This is an optimization exercise on Yosys and OpenROAD, whose aim is small area, not a production implementation. RTL that was checked went through simulation tests only; none was proved equivalent to the original.

// ws_conv5
module ws_conv5(
    input sys_clk,
    input en,
    input load_w,
    input clr,
    input [10:0] w11, w12, w13, w14, w15,
    input [10:0] w21, w22, w23, w24, w25,
    input [10:0] w31, w32, w33, w34, w35,
    input [10:0] w41, w42, w43, w44, w45,
    input [10:0] w51, w52, w53, w54, w55,
    input [10:0] bias,
    input [10:0] x1, x2, x3, x4, x5,
    output reg [10:0] acc_out
    );
For scale: about 7,700 cells after synthesis, ~900 flip-flops, roughly 360 I/O pins, ~94,000 um^2 of cells after synthesis.
==> flow/config.mk <==
export PLATFORM = sky130hd
export DESIGN_NAME = ws_conv5
export DESIGN_NICKNAME = ws_conv5
export VERILOG_FILES = /design/flow/design.v
export SDC_FILE = /design/flow/constraint.sdc
export NUM_CORES = 4
export LEC_CHECK = 0
export CAP_MARGIN = 0
export CORE_MARGIN = 2
export CORE_UTILIZATION = 60
export CTS_BUF_LIST = sky130_fd_sc_hd__clkbuf_16
export CTS_CLUSTER_DIAMETER = 120
export CTS_CLUSTER_SIZE = 25
export PLACE_DENSITY = 0.72
export SLEW_MARGIN = 0
export SYNTH_HIERARCHICAL = 1
==> flow/constraint.sdc <==
create_clock -name core_clock -period 9.5 [get_ports {sys_clk}]
set_input_delay 1.9000 -clock core_clock [delete_from_list [all_inputs] [get_ports {sys_clk}]]
set_output_delay 1.9000 -clock core_clock [all_outputs]
set_load 0.01 [all_outputs]
standard.sh (not shown) runs the stock make flow with config.mk's settings and CLKGATE_MAP_FILE= SYNTH_SCRIPT=/design/flow/synth_recipe.tcl, a recipe that flattens the netlist after the stock synthesis.
==> flow/flow/run.sh <==
#!/bin/bash
# Layout: the standard flow (standard.sh), except that the buffer put on
# every input and output port is the smallest buffer cell. The whole output of
# the flow goes to standard.log; ORFS keeps each step's log under orfs/logs/.
set -euo pipefail
cd "$(dirname "$0")/.."
export BUFFER_PORTS_ARGS="-buffer_cell sky130_fd_sc_hd__buf_1"
bash standard.sh > standard.log 2>&1
Then changed:
==> flow/flow/run.sh (replaced) <==
#!/bin/bash
# Layout: the standard flow (standard.sh), except that the buffer put on
# every input and output port is the smallest buffer cell, and the buffers
# synthesis inserted are removed at floorplan (placement is not timing-driven;
# timing is repaired after clock tree synthesis and global routing).
# The whole output of the flow goes to standard.log; ORFS keeps each step's
# log under orfs/logs/.
set -euo pipefail
cd "$(dirname "$0")/.."
export BUFFER_PORTS_ARGS="-buffer_cell sky130_fd_sc_hd__buf_1"
export REMOVE_ABC_BUFFERS=1
bash standard.sh > standard.log 2>&1
Settings changed: GPL_TIMING_DRIVEN set to 0.
What happened: The new run produced a clean layout; worst setup slack degrades by 0.048 ns; area after synthesis is unchanged; count of clock-buffer cells in the layout shrinks by 1; sequential share of layout area stays flat.
No functional check of the RTL was part of any run of this note.


== the reference run ==
ws_conv5, a different RTL version from the one above (not shown whole).
Size in the first run: ~7800 cells after synthesis, about 900 flip-flops, ~360 I/O pins, roughly 95000 um^2 of cells after synthesis.
==> flow/design.v (excerpt) <==
module ws_conv5(
    input sys_clk,
    input en,
    input load_w,
    input clr,
    input [10:0] w11, w12, w13, w14, w15,
    input [10:0] w21, w22, w23, w24, w25,
    input [10:0] w31, w32, w33, w34, w35,
    input [10:0] w41, w42, w43, w44, w45,
    input [10:0] w51, w52, w53, w54, w55,
    input [10:0] bias,
    input [10:0] x1, x2, x3, x4, x5,
    output reg [10:0] acc_out
    );
==> flow/config.mk <==
export PLATFORM = sky130hd
export DESIGN_NAME = ws_conv5
export DESIGN_NICKNAME = ws_conv5
export VERILOG_FILES = /design/flow/design.v
export SDC_FILE = /design/flow/constraint.sdc
export NUM_CORES = 4
export LEC_CHECK = 0
export CAP_MARGIN = 0
export CORE_MARGIN = 2
export CORE_UTILIZATION = 60
export CTS_BUF_LIST = sky130_fd_sc_hd__clkbuf_16
export CTS_CLUSTER_DIAMETER = 100
export CTS_CLUSTER_SIZE = 20
export GPL_TIMING_DRIVEN = 0
export PLACE_DENSITY = 0.72
export SLEW_MARGIN = 0
export SYNTH_HIERARCHICAL = 1
==> flow/constraint.sdc <==
create_clock -name core_clock -period 9.5 [get_ports {sys_clk}]
set_input_delay 1.9000 -clock core_clock [delete_from_list [all_inputs] [get_ports {sys_clk}]]
set_output_delay 1.9000 -clock core_clock [all_outputs]
set_load 0.01 [all_outputs]
==> flow/flow/run.sh <==
#!/bin/bash
# Layout: the standard flow (standard.sh), except that the buffer put on
# every input and output port is the smallest buffer cell, and the buffers
# synthesis inserted are removed at floorplan (placement is not timing-driven;
# timing is repaired after clock tree synthesis and global routing).
# The whole output of the flow goes to standard.log; ORFS keeps each step's
# log under orfs/logs/.
set -euo pipefail
cd "$(dirname "$0")/.."
export BUFFER_PORTS_ARGS="-buffer_cell sky130_fd_sc_hd__buf_1"
export REMOVE_ABC_BUFFERS=1
bash standard.sh > standard.log 2>&1
Modified inputs, the trial run compared to the reference run
- GPL_TIMING_DRIVEN no longer set, was 0
==> flow/flow/run.sh <==
#!/bin/bash
# Layout: the standard flow (standard.sh), except that the buffer put on
# every input and output port is the smallest buffer cell. The whole output of
# the flow goes to standard.log; ORFS keeps each step's log under orfs/logs/.
set -euo pipefail
cd "$(dirname "$0")/.."
export BUFFER_PORTS_ARGS="-buffer_cell sky130_fd_sc_hd__buf_1"
bash standard.sh > standard.log 2>&1
==> comparison <==
From the trial run to the reference run, synthesized cell count did not move at all.
Compared with the reference run, the trial run shows initial antenna violation count higher by about 60%.
Against the reference run, the trial run reports a portion of the clock cycle consumed by the worst path in the final layout that is lower.

re-timing with driven ports:
In the flow no input, the clock included, has a driving cell. The finished layouts below were timed again as built, in two steps.
Step 1, drivers: a clkbuf_16 drives sys_clk and a buf_2 each remaining input, both assumed.
Step 2, shift: input delay + t, output delay - t, t = (earliest + latest rising clock arrival at the registers) / 2. This alone moves slack from input paths to output paths.
Slacks: no drivers / after step 1 / after step 2; pairs: no drivers / after step 1.
run	t, ns	setup WS [ns]	worst setup path at the end	pins driven straight from the clock port
the first run of note 1	0.756	0.215 / 0.215 / 0.187	input to register	1
the second run of note 1	0.768	0.167 / 0.167 / -0.446	input to register	1
the reference run	0.774	0.211 / 0.211 / -0.046	input to register	1
the trial run	0.802	0.240 / 0.240 / 0.240	register to register	1
Met with ideal ports but missed after step 2: setup timing in the second run of note 1 and the reference run. For the second run of note 1, which loses most, drivers alone change the setup slack by 0.000 ns; drivers and shift together by -0.613 ns.
